What follows belongs to an exercise in optimizing a design on an open flow for small area; a production flow would make more cautious choices.
Function not checked in this run: the RTL went through the layout flow alone.
Power figures rest on the tool's default switching activity, not on a simulated workload.

--- design/flow/flow/run.sh ---
#!/bin/bash
# The standard layout (standard.sh) with two changes:
#  - synthesis maps the logic with an area-oriented ABC script (flow/abc_area.script:
#    map -a, no ABC buffering or resizing) and leaves adders to ABC instead of
#    extracting half/full adder cells; registers are mapped exactly as standard.sh does;
#  - the port buffers inserted at global placement are sky130_fd_sc_hd__buf_1.
# Each step's full log stays under orfs/logs; make's own output goes to *.log here.
set -euo pipefail
W=$(pwd)
rm -rf "$W/scripts"
cp -r "$FLOW_HOME/scripts" "$W/scripts"
cp "$W/flow/abc_area.script" "$W/scripts/abc_area.script"
bash standard.sh SCRIPTS_DIR="$W/scripts" ADDER_MAP_FILE= SYNTH_INSBUF=0 synth > make_synth.log 2>&1
bash standard.sh BUFFER_PORTS_ARGS="-buffer_cell sky130_fd_sc_hd__buf_1" finish > make_finish.log 2>&1
--- design/flow/flow/abc_area.script ---
&get -n
&st
&dch -f
&nf -p -R 1000 -F 8 -A 8
&put
topo
stime -c
--- design/flow/standard.sh ---
#!/bin/bash
# synth_recipe.tcl (not shown) runs the flow's synth.tcl, then flattens the netlist and writes it again
# the make line also repeats each setting of config.mk as NAME=value (left out here)
make -C /OpenROAD-flow-scripts/flow DESIGN_CONFIG=/design/flow/config.mk WORK_HOME=/design/flow/orfs CLKGATE_MAP_FILE= SYNTH_SCRIPT=/design/flow/synth_recipe.tcl "${@:-finish}"
--- design/flow/config.mk ---
export PLATFORM = sky130hd
export DESIGN_NAME = BRAM_GPU
export DESIGN_NICKNAME = BRAM_GPU
export VERILOG_FILES = /design/flow/design.v
export SDC_FILE = /design/flow/constraint.sdc
export NUM_CORES = 4
export LEC_CHECK = 0
export ABC_AREA = 1
export CAP_MARGIN = 0
export CORE_MARGIN = 2
export CORE_UTILIZATION = 40
export CTS_BUF_LIST = sky130_fd_sc_hd__clkbuf_8
export SLEW_MARGIN = 0
export SYNTH_MEMORY_MAX_BITS = 131072
--- design/flow/constraint.sdc ---
create_clock -name core_clock -period 10.0 [get_ports {vga_clk}]
set_input_delay 2.0000 -clock core_clock [delete_from_list [all_inputs] [get_ports {vga_clk}]]
set_output_delay 2.0000 -clock core_clock [all_outputs]
set_load 0.01 [all_outputs]
--- design/flow/design.v ---
module CHAR_ROM(
    input wire [5:0] char_number,
    input wire [4:0] char_line,
    input wire [4:0] column,
    output wire pixel
);
wire [15:0] a = {char_number, char_line, column};
wire y;
wire n0, n1, n2, n3, n4, n5, n6, n7, n8, n9, n10, n11, n12, n13, n14, n15, n16, n17, n18, n19, n20, n21, n22, n23, n24, n25, n26, n27, n28, n29, n30, n31, n32, n33, n34, n35, n36, n37, n38, n39, n40, n41, n42, n43, n44, n45, n46, n47, n48, n49, n50, n51, n52, n53, n54, n55, n56, n57, n58, n59, n60, n61, n62, n63, n64, n65, n66, n67, n68, n69, n70, n71, n72, n73, n74, n75, n76, n77, n78, n79, n80, n81, n82, n83, n84, n85, n86, n87, n88, n89, n90, n91, n92, n93, n94, n95, n96, n97, n98, n99, n100, n101, n102, n103, n104, n105, n106, n107, n108, n109, n110, n111, n112, n113, n114, n115, n116, n117, n118, n119, n120, n121, n122, n123, n124, n125, n126, n127, n128, n129, n130, n131, n132, n133, n134, n135, n136, n137, n138, n139, n140, n141, n142, n143, n144, n145, n146, n147, n148, n149, n150, n151, n152, n153, n154, n155, n156, n157, n158, n159, n160, n161, n162, n163, n164, n165, n166, n167, n168, n169, n170, n171, n172, n173, n174, n175, n176, n177, n178, n179, n180, n181, n182, n183, n184, n185, n186, n187, n188, n189, n190, n191, n192, n193, n194, n195, n196, n197, n198, n199, n200, n201, n202, n203, n204, n205, n206, n207, n208, n209, n210, n211, n212, n213, n214, n215, n216, n217, n218, n219, n220, n221, n222, n223, n224, n225, n226, n227, n228, n229, n230, n231, n232, n233, n234, n235, n236, n237, n238, n239, n240, n241, n242, n243, n244, n245, n246, n247, n248, n249, n250, n251, n252, n253, n254, n255, n256, n257, n258, n259, n260, n261, n262, n263, n264, n265, n266, n267, n268, n269, n270, n271, n272, n273, n274, n275, n276, n277, n278, n279, n280, n281, n282, n283, n284, n285, n286, n287, n288, n289, n290, n291, n292, n293, n294, n295, n296, n297, n298, n299, n300, n301, n302, n303, n304, n305, n306, n307, n308, n309, n310, n311, n312, n313, n314, n315, n316, n317, n318, n319, n320, n321, n322, n323, n324, n325, n326, n327, n328, n329, n330, n331, n332, n333, n334, n335, n336, n337, n338, n339, n340, n341, n342, n343, n344, n345, n346, n347, n348, n349, n350, n351, n352, n353, n354, n355, n356, n357, n358, n359, n360, n361, n362, n363, n364, n365, n366, n367, n368, n369, n370, n371, n372, n373, n374, n375, n376, n377, n378, n379, n380, n381, n382, n383, n384, n385, n386, n387, n388, n389, n390, n391, n392, n393, n394, n395, n396, n397, n398, n399, n400, n401, n402, n403, n404, n405, n406, n407, n408, n409, n410, n411, n412, n413, n414, n415, n416, n417, n418, n419, n420, n421, n422, n423, n424, n425, n426, n427, n428, n429, n430, n431, n432, n433, n434, n435, n436, n437, n438, n439, n440, n441, n442, n443, n444, n445, n446, n447, n448, n449, n450, n451, n452, n453, n454, n455, n456, n457, n458, n459, n460, n461, n462, n463, n464, n465, n466, n467, n468, n469, n470, n471, n472, n473, n474, n475, n476, n477, n478, n479, n480, n481, n482, n483, n484, n485, n486, n487, n488, n489, n490, n491, n492, n493, n494, n495, n496, n497, n498, n499, n500, n501, n502, n503, n504, n505, n506, n507, n508, n509, n510, n511, n512, n513, n514, n515, n516, n517, n518, n519, n520, n521, n522, n523, n524, n525, n526, n527, n528, n529, n530, n531, n532, n533, n534, n535, n536, n537, n538, n539, n540, n541, n542, n543, n544, n545, n546, n547, n548, n549, n550, n551, n552, n553, n554, n555, n556, n557, n558, n559, n560, n561, n562, n563, n564, n565, n566, n567, n568, n569, n570, n571, n572, n573, n574, n575, n576, n577, n578, n579, n580, n581, n582, n583, n584, n585, n586, n587, n588, n589, n590, n591, n592, n593, n594, n595, n596, n597, n598, n599, n600, n601, n602, n603, n604, n605, n606, n607, n608, n609, n610, n611, n612, n613, n614, n615, n616, n617, n618, n619, n620, n621, n622, n623, n624, n625, n626, n627, n628, n629, n630, n631, n632, n633, n634, n635, n636, n637, n638, n639, n640, n641, n642, n643, n644, n645, n646, n647, n648, n649, n650, n651, n652, n653, n654, n655, n656, n657, n658, n659, n660, n661, n662, n663, n664, n665, n666, n667, n668, n669, n670, n671, n672, n673, n674, n675, n676, n677, n678, n679, n680, n681, n682, n683, n684, n685, n686, n687, n688, n689, n690, n691, n692, n693, n694, n695, n696, n697, n698, n699, n700, n701, n702, n703, n704, n705, n706, n707, n708, n709, n710, n711, n712, n713, n714, n715, n716, n717, n718, n719, n720, n721, n722, n723, n724, n725, n726, n727, n728, n729, n730, n731, n732, n733, n734, n735, n736, n737, n738, n739, n740, n741, n742, n743, n744, n745, n746, n747, n748, n749, n750, n751, n752, n753, n754, n755, n756, n757, n758, n759, n760, n761, n762, n763, n764, n765, n766, n767, n768, n769, n770, n771, n772, n773, n774, n775, n776, n777, n778, n779, n780, n781, n782, n783, n784, n785, n786, n787, n788, n789, n790, n791, n792, n793, n794, n795, n796, n797, n798, n799, n800, n801, n802, n803, n804, n805, n806, n807, n808, n809, n810, n811, n812, n813, n814, n815, n816, n817, n818, n819, n820, n821, n822, n823, n824, n825, n826, n827, n828, n829, n830, n831, n832, n833, n834, n835, n836, n837, n838, n839, n840, n841, n842, n843, n844, n845, n846, n847, n848, n849, n850, n851, n852, n853, n854, n855, n856, n857, n858, n859, n860, n861, n862, n863, n864, n865, n866, n867, n868, n869, n870, n871, n872, n873, n874, n875, n876, n877, n878, n879, n880, n881, n882, n883, n884, n885, n886, n887, n888, n889, n890, n891, n892, n893, n894, n895, n896, n897, n898, n899, n900, n901, n902, n903, n904, n905, n906, n907, n908, n909, n910, n911, n912, n913, n914, n915, n916, n917, n918, n919, n920, n921, n922, n923, n924, n925, n926, n927, n928, n929, n930, n931, n932, n933, n934, n935, n936, n937, n938, n939, n940, n941, n942, n943, n944, n945, n946, n947, n948, n949, n950, n951, n952, n953, n954, n955, n956, n957, n958, n959, n960, n961, n962, n963, n964, n965, n966, n967, n968, n969, n970, n971, n972, n973, n974, n975, n976, n977, n978, n979, n980, n981, n982, n983, n984, n985, n986;
assign n0 = (~a[13]&a[14]);
assign n1 = (a[3]&~a[4]);
assign n2 = (a[2]&n1);
assign n3 = (~a[1]&~a[2]);
assign n4 = (a[1]&a[2]);
assign n5 = (~n3&~n4);
assign n6 = (~a[3]&a[4]);
assign n7 = (~a[2]&n6);
assign n8 = (~n2&~n7);
assign n9 = (~n5&~n8);
assign n10 = (~n2&~n9);
assign n11 = (a[7]&a[8]);
assign n12 = (a[9]&~n11);
assign n13 = (~a[7]&~a[8]);
assign n14 = (~a[9]&~n13);
assign n15 = (~n12&~n14);
assign n16 = (n6&~n15);
assign n17 = (~a[6]&a[7]);
assign n18 = (a[6]&~a[7]);
assign n19 = (~n17&~n18);
assign n20 = (a[3]&n3);
assign n21 = (~a[3]&n4);
assign n22 = (~n20&~n21);
assign n23 = (~n19&~n22);
assign n24 = (n16&~n23);
assign n25 = (a[6]&a[7]);
assign n26 = (~a[8]&~n25);
assign n27 = (~n11&~n26);
assign n28 = (a[6]&a[8]);
assign n29 = (n27&~n28);
assign n30 = (~a[8]&a[9]);
assign n31 = (a[8]&~a[9]);
assign n32 = (~n30&~n31);
assign n33 = (~n19&~n32);
assign n34 = (~n29&~n33);
assign n35 = (~a[7]&a[9]);
assign n36 = (a[7]&~a[9]);
assign n37 = (~n35&~n36);
assign n38 = (~n1&~n6);
assign n39 = (~n37&~n38);
assign n40 = (n34&n39);
assign n41 = (n1&~n15);
assign n42 = (~n4&n41);
assign n43 = (~a[6]&a[9]);
assign n44 = (~a[3]&~a[8]);
assign n45 = (n43&n44);
assign n46 = (~n11&~n13);
assign n47 = (~n22&n46);
assign n48 = (~n45&n47);
assign n49 = (~n2&~n34);
assign n50 = (a[2]&~a[3]);
assign n51 = (~n20&~n50);
assign n52 = (a[4]&~n51);
assign n53 = (~n4&n46);
assign n54 = (~n33&~n53);
assign n55 = (n52&~n54);
assign n56 = (n34&~n55);
assign n57 = (~n49&~n56);
assign n58 = (~n26&n57);
assign n59 = (~a[6]&~a[7]);
assign n60 = (~a[8]&~n59);
assign n61 = (a[8]&a[9]);
assign n62 = (~n60&~n61);
assign n63 = (~a[2]&n62);
assign n64 = (n9&n46);
assign n65 = (n41&~n64);
assign n66 = (~a[4]&~n4);
assign n67 = (~a[2]&~a[4]);
assign n68 = (a[2]&a[4]);
assign n69 = (~n67&~n68);
assign n70 = (~n66&n69);
assign n71 = (~n5&~n70);
assign n72 = (~n32&n46);
assign n73 = (~n71&n72);
assign n74 = (~n8&~n25);
assign n75 = (~n73&n74);
assign n76 = (~n65&~n75);
assign n77 = (~n63&~n76);
assign n78 = (n3&~n32);
assign n79 = (n41&~n78);
assign n80 = (n77&n79);
assign n81 = (~n58&n80);
assign n82 = (~n48&~n81);
assign n83 = (~a[6]&~a[9]);
assign n84 = (a[6]&a[9]);
assign n85 = (~n83&~n84);
assign n86 = (n32&~n85);
assign n87 = (~a[4]&n86);
assign n88 = (~n82&n87);
assign n89 = (~n42&~n88);
assign n90 = (~n40&n89);
assign n91 = (~a[3]&~n90);
assign n92 = (~n24&~n91);
assign n93 = (a[1]&~n90);
assign n94 = (~a[2]&~n93);
assign n95 = (~n46&~n94);
assign n96 = (~n92&~n95);
assign n97 = (n9&n29);
assign n98 = (n24&n32);
assign n99 = (~n52&n98);
assign n100 = (~n97&~n99);
assign n101 = (n96&n100);
assign n102 = (~a[2]&a[3]);
assign n103 = (~n21&~n102);
assign n104 = (~a[4]&~n103);
assign n105 = (~n32&n104);
assign n106 = (~a[7]&n30);
assign n107 = (n28&n36);
assign n108 = (~a[8]&~a[9]);
assign n109 = (n17&n108);
assign n110 = (~n107&~n109);
assign n111 = (~n106&n110);
assign n112 = (n7&~n111);
assign n113 = (~n22&~n34);
assign n114 = (~n112&~n113);
assign n115 = (~n46&n114);
assign n116 = (n105&n115);
assign n117 = (~n85&n116);
assign n118 = (n19&n21);
assign n119 = (~a[2]&~n38);
assign n120 = (~n9&n119);
assign n121 = (~n118&~n120);
assign n122 = (n46&~n121);
assign n123 = (~n117&~n122);
assign n124 = (~n101&n123);
assign n125 = (~n22&n29);
assign n126 = (~n55&~n125);
assign n127 = (a[3]&~n37);
assign n128 = (~n126&~n127);
assign n129 = (~n9&n114);
assign n130 = (~n52&~n104);
assign n131 = (~n108&~n130);
assign n132 = (n5&n29);
assign n133 = (~n38&n132);
assign n134 = (~n131&~n133);
assign n135 = (~n7&~n134);
assign n136 = (n114&~n135);
assign n137 = (a[9]&n28);
assign n138 = (~n136&~n137);
assign n139 = (n38&~n138);
assign n140 = (~n15&~n139);
assign n141 = (a[4]&~n3);
assign n142 = (~n137&~n141);
assign n143 = (n140&~n142);
assign n144 = (~a[1]&~a[6]);
assign n145 = (a[8]&n144);
assign n146 = (n28&n37);
assign n147 = (~n145&~n146);
assign n148 = (n143&~n147);
assign n149 = (a[1]&~a[8]);
assign n150 = (~a[7]&~a[9]);
assign n151 = (~n149&~n150);
assign n152 = (n7&n151);
assign n153 = (n62&n152);
assign n154 = (~n148&~n153);
assign n155 = (~n129&~n154);
assign n156 = (~n15&~n103);
assign n157 = (~n155&~n156);
assign n158 = (~n128&~n157);
assign n159 = (~a[7]&n157);
assign n160 = (~a[9]&~n159);
assign n161 = (~n158&n160);
assign n162 = (~n124&n161);
assign n163 = (~a[4]&~n29);
assign n164 = (~a[2]&~n163);
assign n165 = (~n90&n164);
assign n166 = (~n162&~n165);
assign n167 = (~n40&~n143);
assign n168 = (n77&~n167);
assign n169 = (~a[10]&~a[11]);
assign n170 = (~n128&n169);
assign n171 = (~n168&n170);
assign n172 = (n166&n171);
assign n173 = (~n10&n172);
assign n174 = (n22&~n38);
assign n175 = (~n19&~n174);
assign n176 = (a[11]&~n132);
assign n177 = (~n175&n176);
assign n178 = (~n173&~n177);
assign n179 = (a[10]&~n40);
assign n180 = (~n9&n179);
assign n181 = (~n104&~n174);
assign n182 = (~n6&n181);
assign n183 = (~a[10]&a[11]);
assign n184 = (~n15&n183);
assign n185 = (~n182&n184);
assign n186 = (n9&n185);
assign n187 = (~n32&~n38);
assign n188 = (~n37&n38);
assign n189 = (n69&n188);
assign n190 = (~n187&~n189);
assign n191 = (~n186&n190);
assign n192 = (~n180&~n191);
assign n193 = (~n178&n192);
assign n194 = (a[10]&~a[11]);
assign n195 = (~n32&n52);
assign n196 = (n115&n195);
assign n197 = (n7&~n34);
assign n198 = (~n64&~n197);
assign n199 = (~n196&n198);
assign n200 = (~n88&n199);
assign n201 = (n194&~n200);
assign n202 = (~n193&~n201);
assign n203 = (n0&~n202);
assign n204 = (n8&n12);
assign n205 = (n38&n59);
assign n206 = (~a[9]&~n205);
assign n207 = (~n204&~n206);
assign n208 = (~n134&~n207);
assign n209 = (~n37&n60);
assign n210 = (~n8&n209);
assign n211 = (~n208&~n210);
assign n212 = (a[10]&n211);
assign n213 = (a[4]&~a[9]);
assign n214 = (~n84&~n213);
assign n215 = (n179&~n214);
assign n216 = (~n212&~n215);
assign n217 = (a[1]&~n86);
assign n218 = (n143&~n217);
assign n219 = (n6&n12);
assign n220 = (~n5&~n25);
assign n221 = (n219&n220);
assign n222 = (~n11&~n34);
assign n223 = (~n181&n222);
assign n224 = (~n221&~n223);
assign n225 = (a[2]&~n224);
assign n226 = (n79&~n225);
assign n227 = (n114&~n226);
assign n228 = (~n218&n227);
assign n229 = (a[6]&n134);
assign n230 = (a[9]&~n229);
assign n231 = (n28&n134);
assign n232 = (~n230&~n231);
assign n233 = (~n228&~n232);
assign n234 = (~n216&~n233);
assign n235 = (n4&n137);
assign n236 = (n10&n235);
assign n237 = (~n10&~n137);
assign n238 = (~n182&~n237);
assign n239 = (~n236&n238);
assign n240 = (~n37&n214);
assign n241 = (~a[4]&n46);
assign n242 = (~n17&n241);
assign n243 = (~n240&~n242);
assign n244 = (n239&~n243);
assign n245 = (a[6]&~a[9]);
assign n246 = (n60&~n245);
assign n247 = (n52&n246);
assign n248 = (~a[10]&~n247);
assign n249 = (~n244&n248);
assign n250 = (~n168&n249);
assign n251 = (~n234&~n250);
assign n252 = (n4&n251);
assign n253 = (n211&n251);
assign n254 = (n143&~n219);
assign n255 = (~n28&n143);
assign n256 = (n219&~n255);
assign n257 = (~n254&~n256);
assign n258 = (~n253&n257);
assign n259 = (~n252&~n258);
assign n260 = (a[10]&a[11]);
assign n261 = (~a[4]&a[9]);
assign n262 = (a[8]&n25);
assign n263 = (a[2]&n262);
assign n264 = (~n13&~n263);
assign n265 = (n104&n264);
assign n266 = (~n261&~n265);
assign n267 = (a[4]&~n11);
assign n268 = (~a[3]&n13);
assign n269 = (n267&~n268);
assign n270 = (~n34&~n269);
assign n271 = (~n228&~n270);
assign n272 = (a[9]&~n271);
assign n273 = (~n57&n272);
assign n274 = (~n266&~n273);
assign n275 = (n260&~n274);
assign n276 = (~n259&n275);
assign n277 = (n3&n29);
assign n278 = (~n3&~n37);
assign n279 = (a[2]&n132);
assign n280 = (n53&~n279);
assign n281 = (~n278&~n280);
assign n282 = (~n32&~n281);
assign n283 = (~n277&~n282);
assign n284 = (n2&~n283);
assign n285 = (n183&~n284);
assign n286 = (n124&n285);
assign n287 = (a[1]&n29);
assign n288 = (~n32&~n287);
assign n289 = (~n14&~n288);
assign n290 = (a[1]&~a[2]);
assign n291 = (n29&n290);
assign n292 = (n289&~n291);
assign n293 = (n239&~n292);
assign n294 = (n27&~n108);
assign n295 = (n151&n294);
assign n296 = (~n10&n295);
assign n297 = (n169&~n296);
assign n298 = (~n293&n297);
assign n299 = (~a[13]&~a[14]);
assign n300 = (n78&~n114);
assign n301 = (a[9]&n46);
assign n302 = (a[9]&n3);
assign n303 = (~n38&~n302);
assign n304 = (~n187&~n303);
assign n305 = (n301&~n304);
assign n306 = (~n14&~n106);
assign n307 = (~n103&~n306);
assign n308 = (n194&~n307);
assign n309 = (~n305&n308);
assign n310 = (~n300&n309);
assign n311 = (n299&~n310);
assign n312 = (~n298&n311);
assign n313 = (~n286&n312);
assign n314 = (~n276&n313);
assign n315 = (~a[4]&n32);
assign n316 = (n7&~n32);
assign n317 = (n15&n104);
assign n318 = (~n316&~n317);
assign n319 = (~n196&n318);
assign n320 = (n19&~n278);
assign n321 = (~n277&n320);
assign n322 = (~n319&~n321);
assign n323 = (~n30&n129);
assign n324 = (~n82&~n323);
assign n325 = (n79&n283);
assign n326 = (~n324&n325);
assign n327 = (~n322&~n326);
assign n328 = (~a[4]&~n327);
assign n329 = (~n19&~n47);
assign n330 = (~n90&n329);
assign n331 = (~n328&~n330);
assign n332 = (~n315&~n331);
assign n333 = (n100&~n332);
assign n334 = (~n46&~n66);
assign n335 = (~n241&~n334);
assign n336 = (n40&n335);
assign n337 = (n260&~n336);
assign n338 = (n333&n337);
assign n339 = (a[9]&~n13);
assign n340 = (~n28&n339);
assign n341 = (~n125&~n340);
assign n342 = (n143&~n341);
assign n343 = (~a[9]&n27);
assign n344 = (~n324&~n343);
assign n345 = (n65&~n344);
assign n346 = (n194&~n345);
assign n347 = (~n342&n346);
assign n348 = (n154&n347);
assign n349 = (n19&~n188);
assign n350 = (~a[4]&a[8]);
assign n351 = (a[4]&~a[8]);
assign n352 = (~n350&~n351);
assign n353 = (~n22&~n352);
assign n354 = (~n86&n353);
assign n355 = (~n349&~n354);
assign n356 = (n140&~n355);
assign n357 = (n5&~n8);
assign n358 = (n355&n357);
assign n359 = (n169&~n358);
assign n360 = (~n356&n359);
assign n361 = (n65&n224);
assign n362 = (~a[9]&n4);
assign n363 = (~a[3]&a[9]);
assign n364 = (~n3&~n363);
assign n365 = (~n362&n364);
assign n366 = (~n224&~n365);
assign n367 = (~n28&~n30);
assign n368 = (n3&~n367);
assign n369 = (~n9&~n368);
assign n370 = (n127&~n369);
assign n371 = (n183&~n370);
assign n372 = (~n366&n371);
assign n373 = (~n361&n372);
assign n374 = (a[13]&~a[14]);
assign n375 = (~n373&n374);
assign n376 = (~n360&n375);
assign n377 = (~n348&n376);
assign n378 = (~n338&n377);
assign n379 = (~n228&n339);
assign n380 = (n6&~n43);
assign n381 = (~a[0]&~a[1]);
assign n382 = (n23&n381);
assign n383 = (~a[6]&n382);
assign n384 = (n245&~n382);
assign n385 = (~n6&~n384);
assign n386 = (~n383&n385);
assign n387 = (~n380&~n386);
assign n388 = (n15&~n387);
assign n389 = (a[2]&~n381);
assign n390 = (~n26&~n389);
assign n391 = (~a[9]&~n390);
assign n392 = (~n29&n391);
assign n393 = (a[0]&n4);
assign n394 = (~a[3]&~n393);
assign n395 = (a[0]&a[1]);
assign n396 = (~a[2]&~n395);
assign n397 = (n27&n396);
assign n398 = (n394&~n397);
assign n399 = (~n392&n398);
assign n400 = (~a[4]&~n399);
assign n401 = (~n381&~n395);
assign n402 = (n6&~n59);
assign n403 = (~n108&~n402);
assign n404 = (~a[2]&~n403);
assign n405 = (n401&~n404);
assign n406 = (~n15&~n405);
assign n407 = (a[2]&n294);
assign n408 = (~a[9]&n59);
assign n409 = (~n407&~n408);
assign n410 = (a[3]&~n409);
assign n411 = (~n406&~n410);
assign n412 = (a[3]&~n381);
assign n413 = (~a[3]&~n395);
assign n414 = (~n59&~n413);
assign n415 = (~n412&n414);
assign n416 = (~n389&~n396);
assign n417 = (~n415&~n416);
assign n418 = (a[6]&n32);
assign n419 = (~n417&~n418);
assign n420 = (a[9]&~n22);
assign n421 = (~n419&~n420);
assign n422 = (~n411&n421);
assign n423 = (~n400&~n422);
assign n424 = (~n388&n423);
assign n425 = (n6&~n389);
assign n426 = (~a[0]&n20);
assign n427 = (~n393&~n426);
assign n428 = (~n37&~n427);
assign n429 = (a[3]&n37);
assign n430 = (~n396&n429);
assign n431 = (~a[6]&~n394);
assign n432 = (~n430&~n431);
assign n433 = (~n428&n432);
assign n434 = (~a[4]&~n433);
assign n435 = (~n425&~n434);
assign n436 = (~n62&~n435);
assign n437 = (n183&~n436);
assign n438 = (~n424&n437);
assign n439 = (~n379&n438);
assign n440 = (~n1&~n425);
assign n441 = (a[8]&n389);
assign n442 = (~n440&~n441);
assign n443 = (~n143&~n442);
assign n444 = (~a[8]&n59);
assign n445 = (~a[5]&a[6]);
assign n446 = (a[5]&~a[6]);
assign n447 = (~n445&~n446);
assign n448 = (n11&n447);
assign n449 = (n26&~n396);
assign n450 = (n261&~n449);
assign n451 = (~n448&n450);
assign n452 = (~n444&~n451);
assign n453 = (~n27&~n381);
assign n454 = (n104&~n395);
assign n455 = (~n453&n454);
assign n456 = (~n452&~n455);
assign n457 = (~n443&n456);
assign n458 = (n25&n419);
assign n459 = (a[5]&n18);
assign n460 = (~a[5]&n17);
assign n461 = (~n459&~n460);
assign n462 = (~n22&n108);
assign n463 = (~n461&n462);
assign n464 = (~n401&~n463);
assign n465 = (a[9]&n26);
assign n466 = (a[2]&a[3]);
assign n467 = (~n465&n466);
assign n468 = (~n464&~n467);
assign n469 = (~a[5]&n11);
assign n470 = (~n19&~n469);
assign n471 = (n420&~n470);
assign n472 = (~n468&~n471);
assign n473 = (~n458&n472);
assign n474 = (a[1]&n11);
assign n475 = (~n469&~n474);
assign n476 = (n83&~n475);
assign n477 = (a[8]&n459);
assign n478 = (n108&~n447);
assign n479 = (a[7]&n478);
assign n480 = (~n477&~n479);
assign n481 = (~n476&n480);
assign n482 = (n19&n61);
assign n483 = (~n26&~n482);
assign n484 = (~a[2]&n401);
assign n485 = (~n483&n484);
assign n486 = (n481&n485);
assign n487 = (~a[9]&n447);
assign n488 = (n13&~n487);
assign n489 = (n394&~n488);
assign n490 = (a[4]&~n489);
assign n491 = (~n486&n490);
assign n492 = (~n473&n491);
assign n493 = (n9&~n481);
assign n494 = (a[5]&~a[7]);
assign n495 = (~n469&~n494);
assign n496 = (n61&~n495);
assign n497 = (~a[9]&n13);
assign n498 = (~a[6]&n61);
assign n499 = (~n107&~n498);
assign n500 = (~n497&n499);
assign n501 = (~n496&n500);
assign n502 = (n104&n415);
assign n503 = (~n501&n502);
assign n504 = (a[7]&a[9]);
assign n505 = (~n396&n504);
assign n506 = (n380&n505);
assign n507 = (n260&~n506);
assign n508 = (~n503&n507);
assign n509 = (~n493&n508);
assign n510 = (a[5]&a[6]);
assign n511 = (n35&n510);
assign n512 = (n389&~n469);
assign n513 = (~n511&n512);
assign n514 = (n306&n513);
assign n515 = (~a[3]&~n262);
assign n516 = (~n514&n515);
assign n517 = (n301&~n459);
assign n518 = (~n401&~n517);
assign n519 = (~a[4]&~n396);
assign n520 = (a[4]&~n26);
assign n521 = (a[9]&~n59);
assign n522 = (n396&n521);
assign n523 = (n520&n522);
assign n524 = (~n519&~n523);
assign n525 = (~n518&~n524);
assign n526 = (n516&n525);
assign n527 = (n343&n357);
assign n528 = (n481&n527);
assign n529 = (~n526&~n528);
assign n530 = (n509&n529);
assign n531 = (~n492&n530);
assign n532 = (~n457&n531);
assign n533 = (~a[5]&a[8]);
assign n534 = (a[5]&~a[8]);
assign n535 = (~n533&~n534);
assign n536 = (a[0]&~n535);
assign n537 = (~n461&n536);
assign n538 = (n32&n85);
assign n539 = (~n3&~n538);
assign n540 = (~n537&n539);
assign n541 = (~n89&~n540);
assign n542 = (~n46&~n319);
assign n543 = (a[4]&a[9]);
assign n544 = (n460&~n543);
assign n545 = (~a[7]&n543);
assign n546 = (~n459&~n545);
assign n547 = (~n544&n546);
assign n548 = (a[3]&~n547);
assign n549 = (n3&~n548);
assign n550 = (~a[3]&n17);
assign n551 = (~n18&~n550);
assign n552 = (n174&~n551);
assign n553 = (n11&n38);
assign n554 = (n547&~n553);
assign n555 = (~n552&n554);
assign n556 = (~n549&~n555);
assign n557 = (~n97&~n556);
assign n558 = (~n18&~n460);
assign n559 = (~n3&~n558);
assign n560 = (~n4&~n510);
assign n561 = (a[6]&~n5);
assign n562 = (~n560&~n561);
assign n563 = (~n559&~n562);
assign n564 = (~n59&~n381);
assign n565 = (~a[4]&~n564);
assign n566 = (a[3]&~n565);
assign n567 = (~n563&n566);
assign n568 = (~a[4]&n28);
assign n569 = (~n32&~n568);
assign n570 = (~n567&n569);
assign n571 = (~n557&n570);
assign n572 = (~n542&n571);
assign n573 = (n194&~n572);
assign n574 = (~n541&n573);
assign n575 = (n169&n327);
assign n576 = (a[13]&a[14]);
assign n577 = (~n575&n576);
assign n578 = (~n574&n577);
assign n579 = (~n532&n578);
assign n580 = (~n439&n579);
assign n581 = (~a[12]&~n580);
assign n582 = (~n378&n581);
assign n583 = (~n314&n582);
assign n584 = (~n203&n583);
assign n585 = (~n19&~n101);
assign n586 = (~n60&n101);
assign n587 = (n7&~n586);
assign n588 = (~n585&n587);
assign n589 = (a[10]&n140);
assign n590 = (~n588&n589);
assign n591 = (~n3&n590);
assign n592 = (n166&~n288);
assign n593 = (~n590&n592);
assign n594 = (~n591&~n593);
assign n595 = (~a[11]&n79);
assign n596 = (~n594&n595);
assign n597 = (n169&n283);
assign n598 = (~n19&n40);
assign n599 = (~n169&~n598);
assign n600 = (n6&~n599);
assign n601 = (~n597&n600);
assign n602 = (~n57&~n64);
assign n603 = (~n116&n602);
assign n604 = (n260&~n603);
assign n605 = (~n16&~n598);
assign n606 = (~n3&n183);
assign n607 = (~n605&n606);
assign n608 = (~n604&~n607);
assign n609 = (~n601&n608);
assign n610 = (~n596&n609);
assign n611 = (n374&~n610);
assign n612 = (n124&~n471);
assign n613 = (~n124&n481);
assign n614 = (n4&~n613);
assign n615 = (~n612&n614);
assign n616 = (n19&~n446);
assign n617 = (~a[1]&a[8]);
assign n618 = (~n339&~n617);
assign n619 = (~n616&n618);
assign n620 = (a[8]&~n213);
assign n621 = (~n19&n620);
assign n622 = (n10&~n621);
assign n623 = (a[1]&~n533);
assign n624 = (~n510&n623);
assign n625 = (n339&~n624);
assign n626 = (n622&n625);
assign n627 = (~n619&~n626);
assign n628 = (~n4&~n38);
assign n629 = (~n444&n628);
assign n630 = (~n478&n629);
assign n631 = (~n627&n630);
assign n632 = (~n460&n517);
assign n633 = (~n290&n632);
assign n634 = (~n21&~n51);
assign n635 = (~n632&~n634);
assign n636 = (n26&~n521);
assign n637 = (n38&~n636);
assign n638 = (~n635&n637);
assign n639 = (~n633&n638);
assign n640 = (a[1]&n479);
assign n641 = (a[7]&~n145);
assign n642 = (n521&~n641);
assign n643 = (~a[5]&n144);
assign n644 = (a[1]&a[6]);
assign n645 = (n497&~n644);
assign n646 = (~n643&n645);
assign n647 = (~n642&~n646);
assign n648 = (~n640&n647);
assign n649 = (~n10&~n648);
assign n650 = (n169&~n649);
assign n651 = (~n639&n650);
assign n652 = (~n631&n651);
assign n653 = (~n615&n652);
assign n654 = (~n271&~n535);
assign n655 = (n116&~n654);
assign n656 = (~n381&~n445);
assign n657 = (~a[5]&n381);
assign n658 = (~n32&~n657);
assign n659 = (~n656&n658);
assign n660 = (n36&n519);
assign n661 = (n659&n660);
assign n662 = (~n1&~n661);
assign n663 = (n289&~n659);
assign n664 = (~n662&~n663);
assign n665 = (n89&n664);
assign n666 = (a[6]&n36);
assign n667 = (a[0]&~n666);
assign n668 = (a[5]&~n667);
assign n669 = (~a[8]&~n150);
assign n670 = (~n632&n669);
assign n671 = (~n668&~n670);
assign n672 = (~a[0]&~n108);
assign n673 = (a[1]&~n672);
assign n674 = (~n671&n673);
assign n675 = (a[0]&n13);
assign n676 = (n445&n675);
assign n677 = (n106&~n447);
assign n678 = (a[8]&n408);
assign n679 = (~n677&~n678);
assign n680 = (~n676&n679);
assign n681 = (~n674&n680);
assign n682 = (n7&~n681);
assign n683 = (a[0]&n477);
assign n684 = (~n28&n46);
assign n685 = (~n395&n684);
assign n686 = (~a[0]&~n623);
assign n687 = (~a[1]&~a[8]);
assign n688 = (~n447&n687);
assign n689 = (~n686&~n688);
assign n690 = (~n685&n689);
assign n691 = (~n683&n690);
assign n692 = (a[9]&~n262);
assign n693 = (a[2]&n6);
assign n694 = (~n13&n381);
assign n695 = (n693&~n694);
assign n696 = (n692&n695);
assign n697 = (~n691&n696);
assign n698 = (~n169&~n697);
assign n699 = (~n682&n698);
assign n700 = (~n665&n699);
assign n701 = (~n655&n700);
assign n702 = (n576&~n701);
assign n703 = (~n653&n702);
assign n704 = (n213&~n228);
assign n705 = (n183&~n704);
assign n706 = (a[9]&~n70);
assign n707 = (~n31&~n706);
assign n708 = (~n76&n707);
assign n709 = (n705&~n708);
assign n710 = (~n553&~n709);
assign n711 = (~n162&~n710);
assign n712 = (n32&n55);
assign n713 = (~a[1]&n28);
assign n714 = (~n82&~n713);
assign n715 = (~n598&~n714);
assign n716 = (n154&n715);
assign n717 = (~n712&n716);
assign n718 = (~n86&~n169);
assign n719 = (n717&~n718);
assign n720 = (~n38&~n69);
assign n721 = (n260&~n720);
assign n722 = (~n73&n721);
assign n723 = (~a[2]&n144);
assign n724 = (~n37&~n723);
assign n725 = (~a[8]&~n724);
assign n726 = (~n141&n303);
assign n727 = (~n725&n726);
assign n728 = (n194&~n727);
assign n729 = (n299&~n728);
assign n730 = (~n722&n729);
assign n731 = (~n719&n730);
assign n732 = (~n711&n731);
assign n733 = (n96&n520);
assign n734 = (~a[2]&n27);
assign n735 = (~a[1]&n684);
assign n736 = (~n734&~n735);
assign n737 = (~n55&n736);
assign n738 = (n92&n737);
assign n739 = (a[6]&n737);
assign n740 = (a[3]&n261);
assign n741 = (~n213&~n740);
assign n742 = (a[3]&~n3);
assign n743 = (~a[8]&~n742);
assign n744 = (~n741&~n743);
assign n745 = (~n739&~n744);
assign n746 = (~n738&~n745);
assign n747 = (~n9&~n59);
assign n748 = (~n4&n6);
assign n749 = (n59&~n748);
assign n750 = (n30&~n749);
assign n751 = (~n747&n750);
assign n752 = (~n746&~n751);
assign n753 = (~n733&~n752);
assign n754 = (n194&~n753);
assign n755 = (~n3&n6);
assign n756 = (n85&n755);
assign n757 = (n15&n756);
assign n758 = (n183&~n757);
assign n759 = (~n116&n758);
assign n760 = (n333&n759);
assign n761 = (~n262&~n444);
assign n762 = (n140&~n761);
assign n763 = (n169&~n762);
assign n764 = (n38&~n69);
assign n765 = (n33&~n764);
assign n766 = (n260&~n765);
assign n767 = (n0&~n766);
assign n768 = (~n763&n767);
assign n769 = (~n760&n768);
assign n770 = (~n754&n769);
assign n771 = (a[12]&~n770);
assign n772 = (~n732&n771);
assign n773 = (~n703&n772);
assign n774 = (~n611&n773);
assign n775 = (~n584&~n774);
assign n776 = (a[15]&~n775);
assign n777 = (n140&n265);
assign n778 = (~n271&~n777);
assign n779 = (n194&~n778);
assign n780 = (~n65&~n101);
assign n781 = (n61&n780);
assign n782 = (~n90&~n781);
assign n783 = (n141&n465);
assign n784 = (~n228&n783);
assign n785 = (n52&n111);
assign n786 = (~a[11]&~n785);
assign n787 = (~n784&n786);
assign n788 = (~n782&n787);
assign n789 = (~a[9]&~n100);
assign n790 = (~a[9]&~n65);
assign n791 = (~n2&~n52);
assign n792 = (~a[7]&~n791);
assign n793 = (~n790&n792);
assign n794 = (~n789&~n793);
assign n795 = (~n498&~n794);
assign n796 = (n194&~n795);
assign n797 = (~n9&~n598);
assign n798 = (~n3&~n797);
assign n799 = (~n20&~n70);
assign n800 = (~a[9]&~n799);
assign n801 = (~n288&n800);
assign n802 = (~n7&n183);
assign n803 = (~n801&n802);
assign n804 = (~n798&n803);
assign n805 = (a[10]&~n239);
assign n806 = (~n15&~n805);
assign n807 = (~n804&n806);
assign n808 = (~n796&n807);
assign n809 = (~n788&n808);
assign n810 = (~n779&~n809);
assign n811 = (n576&~n810);
assign n812 = (~n4&n16);
assign n813 = (n34&n812);
assign n814 = (a[11]&~n813);
assign n815 = (~n251&n814);
assign n816 = (n31&n228);
assign n817 = (~n106&~n816);
assign n818 = (n104&~n817);
assign n819 = (~n77&n330);
assign n820 = (n796&~n812);
assign n821 = (~n819&n820);
assign n822 = (~n818&n821);
assign n823 = (n299&~n822);
assign n824 = (~n815&n823);
assign n825 = (~n172&n824);
assign n826 = (n47&n127);
assign n827 = (n194&~n826);
assign n828 = (n780&n827);
assign n829 = (~n34&~n51);
assign n830 = (n272&n829);
assign n831 = (n143&n239);
assign n832 = (n70&n109);
assign n833 = (~n239&n832);
assign n834 = (n169&~n833);
assign n835 = (~n831&n834);
assign n836 = (~n830&n835);
assign n837 = (n89&n183);
assign n838 = (a[4]&n339);
assign n839 = (~n717&n838);
assign n840 = (n837&~n839);
assign n841 = (~a[1]&n19);
assign n842 = (a[8]&~n841);
assign n843 = (~n279&~n842);
assign n844 = (~a[9]&~n38);
assign n845 = (~n843&n844);
assign n846 = (n260&~n845);
assign n847 = (n157&n846);
assign n848 = (n0&~n847);
assign n849 = (~n840&n848);
assign n850 = (~n836&n849);
assign n851 = (~n828&n850);
assign n852 = (n29&n52);
assign n853 = (n23&n104);
assign n854 = (n32&~n853);
assign n855 = (~n90&n854);
assign n856 = (~n105&n194);
assign n857 = (~n855&n856);
assign n858 = (~n852&n857);
assign n859 = (n20&n46);
assign n860 = (~n33&n859);
assign n861 = (~n37&n50);
assign n862 = (~n132&n861);
assign n863 = (~n860&~n862);
assign n864 = (a[4]&~n863);
assign n865 = (n260&~n864);
assign n866 = (~a[1]&~n34);
assign n867 = (~n169&~n866);
assign n868 = (~n34&n52);
assign n869 = (~n867&~n868);
assign n870 = (~n865&~n869);
assign n871 = (n90&~n870);
assign n872 = (~n98&~n195);
assign n873 = (n837&n872);
assign n874 = (n374&~n873);
assign n875 = (~n871&n874);
assign n876 = (~n858&n875);
assign n877 = (a[12]&~n876);
assign n878 = (~n851&n877);
assign n879 = (~n825&n878);
assign n880 = (~n811&n879);
assign n881 = (~n260&~n590);
assign n882 = (n4&n35);
assign n883 = (~n716&n882);
assign n884 = (n79&~n93);
assign n885 = (~a[11]&~n884);
assign n886 = (~a[8]&n143);
assign n887 = (~n6&~n143);
assign n888 = (~n886&~n887);
assign n889 = (~n228&n888);
assign n890 = (n246&~n644);
assign n891 = (n79&n890);
assign n892 = (n52&n294);
assign n893 = (~n891&~n892);
assign n894 = (~n889&n893);
assign n895 = (~n885&n894);
assign n896 = (~n883&n895);
assign n897 = (n166&n896);
assign n898 = (~n881&~n897);
assign n899 = (n5&n108);
assign n900 = (~n622&~n899);
assign n901 = (n185&n900);
assign n902 = (~a[14]&~n901);
assign n903 = (~n898&n902);
assign n904 = (~a[11]&~n90);
assign n905 = (~n864&~n904);
assign n906 = (~n838&~n905);
assign n907 = (~a[10]&~n906);
assign n908 = (n267&~n444);
assign n909 = (~n136&n908);
assign n910 = (n857&~n909);
assign n911 = (n40&n53);
assign n912 = (~n10&~n15);
assign n913 = (a[11]&~n912);
assign n914 = (~n911&n913);
assign n915 = (~n910&~n914);
assign n916 = (~n907&n915);
assign n917 = (~n10&n761);
assign n918 = (n185&~n917);
assign n919 = (a[14]&~n918);
assign n920 = (~n916&n919);
assign n921 = (~a[13]&~n920);
assign n922 = (~n903&n921);
assign n923 = (~n131&n778);
assign n924 = (~n40&~n52);
assign n925 = (n13&~n924);
assign n926 = (a[9]&~n925);
assign n927 = (~n923&~n926);
assign n928 = (n219&~n288);
assign n929 = (~n271&~n928);
assign n930 = (n863&~n929);
assign n931 = (n183&~n930);
assign n932 = (~n927&n931);
assign n933 = (~n30&~n263);
assign n934 = (~n327&~n933);
assign n935 = (a[4]&~n229);
assign n936 = (n11&~n935);
assign n937 = (~n156&~n598);
assign n938 = (~a[9]&~n937);
assign n939 = (~n936&n938);
assign n940 = (n297&~n939);
assign n941 = (~n934&n940);
assign n942 = (n194&n228);
assign n943 = (a[11]&n212);
assign n944 = (n374&~n943);
assign n945 = (~n942&n944);
assign n946 = (~n941&n945);
assign n947 = (~n932&n946);
assign n948 = (a[11]&n543);
assign n949 = (~n19&n948);
assign n950 = (~n90&~n949);
assign n951 = (n705&~n950);
assign n952 = (n147&~n474);
assign n953 = (~a[9]&n1);
assign n954 = (~n952&n953);
assign n955 = (n169&~n954);
assign n956 = (~n784&n955);
assign n957 = (n157&n956);
assign n958 = (a[1]&n267);
assign n959 = (a[3]&~n958);
assign n960 = (~n149&~n504);
assign n961 = (n6&~n960);
assign n962 = (~n959&~n961);
assign n963 = (a[6]&a[11]);
assign n964 = (~n5&~n963);
assign n965 = (~a[4]&~n964);
assign n966 = (~a[2]&a[11]);
assign n967 = (~n965&~n966);
assign n968 = (~n962&~n967);
assign n969 = (~n693&~n968);
assign n970 = (~n29&~n949);
assign n971 = (~n969&~n970);
assign n972 = (n39&~n963);
assign n973 = (n103&n972);
assign n974 = (~n288&n973);
assign n975 = (~n103&n288);
assign n976 = (a[10]&~n975);
assign n977 = (~n974&n976);
assign n978 = (~n971&n977);
assign n979 = (n576&~n978);
assign n980 = (~n957&n979);
assign n981 = (~n951&n980);
assign n982 = (~a[12]&~n981);
assign n983 = (~n947&n982);
assign n984 = (~n922&n983);
assign n985 = (~n880&~n984);
assign n986 = (~a[15]&~n985);
assign y = (~n776&~n986);
assign pixel = y;
endmodule
module BRAM_GPU(
        input wire vga_clk,
        input wire rst,
        output wire [3:0] r,
        output wire [3:0] g,
        output wire [3:0] b,
        output wire hs,
        output wire vs,
        output wire [11:0] bram_addr_blk,
        input wire [15:0] bram_rdata_blk,
        output wire [12:0] bram_addr_txtr,
        input wire [11:0] bram_rdata_txtr
);
reg [10:0] hc;       
reg [9:0] vc;        
reg first;           
reg [11:0] npix;     
reg [11:0] rgb;
wire h_last = hc[10] & hc[8] & hc[6];                   
wire h_pre  = hc[10] & hc[8] & (&hc[5:0]);              
wire v_last = vc[9] & vc[8] & vc[5] & vc[2] & vc[0];     
wire [10:0] hc_nxt = h_last ? 11'd0 : hc + 11'd1;
wire [9:0]  vc_nxt = h_pre ? (v_last ? 10'd0 : vc + 10'd1) : vc;
always @(posedge vga_clk)
    if (rst) begin
        hc <= 11'd1344;
        vc <= 10'd0;
    end else begin
        hc <= hc_nxt;
        vc <= vc_nxt;
    end
always @(posedge vga_clk)
    first <= rst;
assign bram_addr_blk = {vc_nxt[9:5] + {4'd0, hc_nxt[10]}, hc_nxt[9:5], 2'b00};
assign bram_addr_txtr = {bram_rdata_blk[14:12], vc[4:0], hc[4:0]};
wire h0 = ~|hc;
wire vtop = vc[9] & vc[8] & ~|vc[7:4];                  
assign hs = hc[10] & ~hc[9] & ~hc[8] & (hc[7:0] >= 8'd27) & (hc[7:0] < 8'd163);
wire vs_prev = (~|hc[10:2] & ~(hc[1] & hc[0])) | h_last;   
assign vs = vtop & (vs_prev ? (vc[3:0] >= 4'd4 && vc[3:0] <= 4'd9)
                            : (vc[3:0] >= 4'd3 && vc[3:0] <= 4'd8));
wire v768 = vtop & ~|vc[3:0];
wire vblank = vc[9] & vc[8] & ~(h0 ? v768 : v_last);
wire blank = ((hc[10] | vblank) & ~first) | rst;
wire border = (h0 || (~hc[10] & &hc[9:0]) || ~|vc || vc == 10'd767) & ~first;
wire glyph;
CHAR_ROM character_rom(
    .char_number(bram_rdata_blk[5:0]),
    .char_line(vc[4:0]),
    .column(hc[4:0]),
    .pixel(glyph)
);
wire inv = bram_rdata_blk[15];
wire m_glyph = glyph & ~blank;
wire m_tex = ~glyph & ~border & ~blank;
wire m_border = ~glyph & border & ~blank;
wire tp = m_tex & ~inv;           
wire tn = m_tex & inv;            
wire [2:0] fc = {3{m_glyph}} & bram_rdata_blk[10:8];
wire [2:0] on  = fc | {1'b0, m_border, 1'b0};
wire [2:0] p1 = on | {3{tp}};
wire [2:0] p0 = on | {3{tn}};
genvar i;
generate for (i = 0; i < 12; i = i + 1) begin : px
    always @(posedge vga_clk)
        npix[i] <= ~(bram_rdata_txtr[i] ? p1[i/4] : p0[i/4]);
end endgenerate
always @(posedge vga_clk)
    rgb <= ~(npix | {12{rst}});
assign {r, g, b} = rgb;
endmodule
==> results.txt <==
## through the flow
step / setup slack (ns) / utilization (%) / instances / total power [mW] / hold slack [ns]
after global routing: 1.469 / 47.49 / 1025 / 0.4997 / 0.3875
final: 1.767 / 47.49 / 1025 / 0.4781 / 0.3724
after CTS: 2.332 / 47.49 / 1025 / 0.4739 / 0.3743
after detailed placement: 2.386 / 46.54 / 1017 / 0.3331 / 0.3657
after global placement: 2.309 / 46.54 / 1017 / 0.3340 / 0.3629
after floorplan: 3.764 / - / 775 / 0.2819 / 0.3627
## layer usage
layer | wire [microns] | track usage, % | vias up
li1 | - | - | 3188
met1 | 10360 | 56.50 | 3243
met2 | 10750 | 58.73 | 741
met3 | 4561 | 13.66 | 197
met4 | 2345 | 24.23 | 0
met5 | 0 | 0 | -
## flip-flops by register name, summed over array words and instances (netlist names)
name / count
vc: 10
hc: 11
first: 1
rgb: 12
npix: 12
## synthesized netlist by cell type, types with 5 or more instances
cell type | n | area, sq um
nor2_1 | 118 | 442.9
nand2_1 | 112 | 420.4
a21oi_1 | 100 | 500.5
o21ai_0 | 82 | 410.4
dfxtp_1 | 46 | 920.9
nand3_1 | 34 | 170.2
nor3_1 | 30 | 150.1
a31oi_1 | 27 | 168.9
a211oi_1 | 13 | 97.59
nor2b_1 | 13 | 81.33
o211ai_1 | 13 | 97.59
o22ai_1 | 13 | 81.33
nand4_1 | 12 | 75.07
xnor2_1 | 11 | 96.34
nand2b_1 | 10 | 62.56
nor4_1 | 10 | 62.56
or2_0 | 9 | 56.30
clkinv_1 | 8 | 30.03
xor2_1 | 8 | 70.07
and3_1 | 6 | 37.54
o31ai_1 | 6 | 45.04
a2111oi_0 | 5 | 43.79
a311oi_1 | 5 | 43.79
a32oi_1 | 5 | 43.79
and2_0 | 5 | 31.28
nor4b_1 | 5 | 43.79
o2111ai_1 | 5 | 43.79
o311ai_0 | 5 | 43.79
## power groups by stage
stage	combinational, mW	clock (mW)	sequential, mW
floorplan	0.0678	0	0.214
global placement	0.123	0	0.211
detailed placement	0.122	0	0.211
CTS	0.122	0.145	0.207
global route	0.137	0.154	0.209
finish	0.129	0.142	0.208
## worst max path at each step
stage / from / to / cells after the start
detailed placement: vc[3] / npix[3] / 30
floorplan: hc[4] / npix[4] / 29
CTS: vc[3] / npix[3] / 30
global route: hc[1] / npix[7] / 31
finish: hc[3] / npix[3] / 30
global placement: hc[1] / npix[3] / 30
## worst max-delay path: cells and delay by family, from the launching register on
| kind | cells | cell delay [ns] |
|---|---|---|
| compound gates | 14 | 3.44 |
| flops | 1 | 0.34 |
| simple gates | 13 | 3.60 |
| buf+inv | 3 | 0.71 |
## cells by family (layout without fill, tap and decap cells)
logic type | after synthesis | after routing | synth area share, %
AND/OR/NAND/NOR | 381 | 381 | 36.38
AO/OA/AOI/OAI | 313 | 313 | 39.24
flip-flops | 46 | 46 | 18.96
XOR/XNOR | 19 | 19 | 3.427
buffers and inverters | 8 | 111 | 0.6184
multiplexers | 6 | 6 | 1.288
other | 1 | 2 | 0.07723
## layout make-up
cell class	count	share of cell area, %
Clock buffer	5	1.217
Clock inverter	3	0.7742
Inverter	8	0.5309
Multi-Input combinational cell	721	69.10
Sequential cell	46	16.30
Tap cell	147	3.251
Timing Repair Buffer	95	8.825
==> metrics.yaml <==
status: "finished clean"
cp_slowest_cell: "nand2_1"
ir_drop_v: 0.00008253
syn_avg_cell_area_sq_um: 6.274
period_share_pct: 82.33
cts_hold_buffers: 0
synth_edf_count: 0
cellPowerDensity_nw_per_um2: 84.53
grt.overflow.total: 0
internal_power_mw: 0.3085
yosysSeqAreaShare_pct: 18.96
crit_fanout: 9
power.switching_mw: 0.1697
gp_congestion: 1.134
drc: 0
crit_path_end_kind: "flop"
area_growth_syn_to_layout_pct: 16.49
drt_iter0_drc: 1396
clkTransAtPathRegs_ns: 0.09
async_flop_share_pct: 0
cts_num_sinks: 46
port-buffer-count: 57
clkLatencyLatePin_ns: 0.30
critPathLaunchType: "flop"
hold_violations: 0
fin_skew_ns: 0.01026
grt_pass1_wl_microns: 41310
p_seq_share_pct: 43.4
rsz0062_at_grt: "false"
drt-total-wl_microns: 28020
hpwl_microns: 19780
finalSetupViolCount: 0
cpMostUsedCell: "o21ai_0"
required_ns: 10.19
min_path_cells: 1
switching_share_pct: 35.49
dr.pass1.iters: 7
n_antenna_cell: 0
fp.dieW_microns: 114.2
critPathKind: "reg2reg"
critPathArrivalTime_ns: 8.43
min_from: "npix[7]"
grt_usage_pct: 42.10
start_util_pct: 40.77
drv_slew: 0
synth-seq-cells: 46
r2r_cells: 30
layout-drive-gt1-share_pct: 5.353
hp-class: "reg2reg"
coreArea_sq_um: 11910
dr_total_vias: 7369
combPwrFrac_pct: 26.9
ys_types: 51
cts_tree: "done"
die_height_microns: 114.2
leakage_nw: 1.860
rows: 40
nets: 907
cts_buffers: 5
seq_area_sq_um: 922.1
fmax_mhz: 121.5
setup_tns_ns: 0
multi_input_comb_area_sq_um: 3909
top_level_ports: 69
root_buffer: "clkbuf_8"
syn_area_sq_um: 4856
ys_warn_count: 1
cts_setup_buffers: 0
r2r-start: "hc[3]"
clockBufferDepth: 2
drtAntennaViolNets: 0
final_common_cell: "nor2_1"
min_period_ns: 8.233
crit_path_max_incr_delay_ns: 0.58
r2r-end: "npix[3]"
most-common-layout-cells: "nor2_1, nand2_1, a21oi_1"
grt_max_degree: 49
reg2reg_setup_slack_ns: 1.77
cts_resized: 0
syn_inst: 774
min_to: "rgb[7]"
placed_area_sq_um: 5544
p_clk_share_pct: 29.7
fin_area_sq_um: 5657
tightest_slew_ns: 1.250
relSlewSlack_pct: 15.78
synth_ff_type: "dfxtp_1"
drv_cap: 0
die_area_sq_um: 13040
routedWlPerCell_microns: 27.33
grt_pass1_vias: 6620
cts.htree.levels: 2
fillCellCount: 1324
viasPerCell: 7.189
antenna_found_initial: 0

port drivers added, routing unchanged:
No port has a modelled driver above. Below, the same layout with a new extraction and two added sets of constraints.
Step 1 (the two cells are an assumption about what drives the block):
set clk [get_ports {vga_clk}]
set_driving_cell -lib_cell sky130_fd_sc_hd__clkbuf_16 $clk
set_driving_cell -lib_cell sky130_fd_sc_hd__buf_2 [delete_from_list [all_inputs] $clk]
Step 2, shift: input delay + t, output delay - t, t = (earliest + latest rising clock arrival at the registers) / 2. This alone moves slack from input paths to output paths.
Three values: ideal, step 1, step 2; two values: the first two.
t, ns: 0.330
slack for setup (ns): 1.767 / 1.767 / 1.767
worst setup path at the end: register to register
worst data-port slew with drivers (ns): 0.06
pins driven straight from the clock port: 1
After both steps setup and hold are still met in this run. For this run, drivers alone change the setup slack by 0.000 ns; drivers and shift together by 0.000 ns.
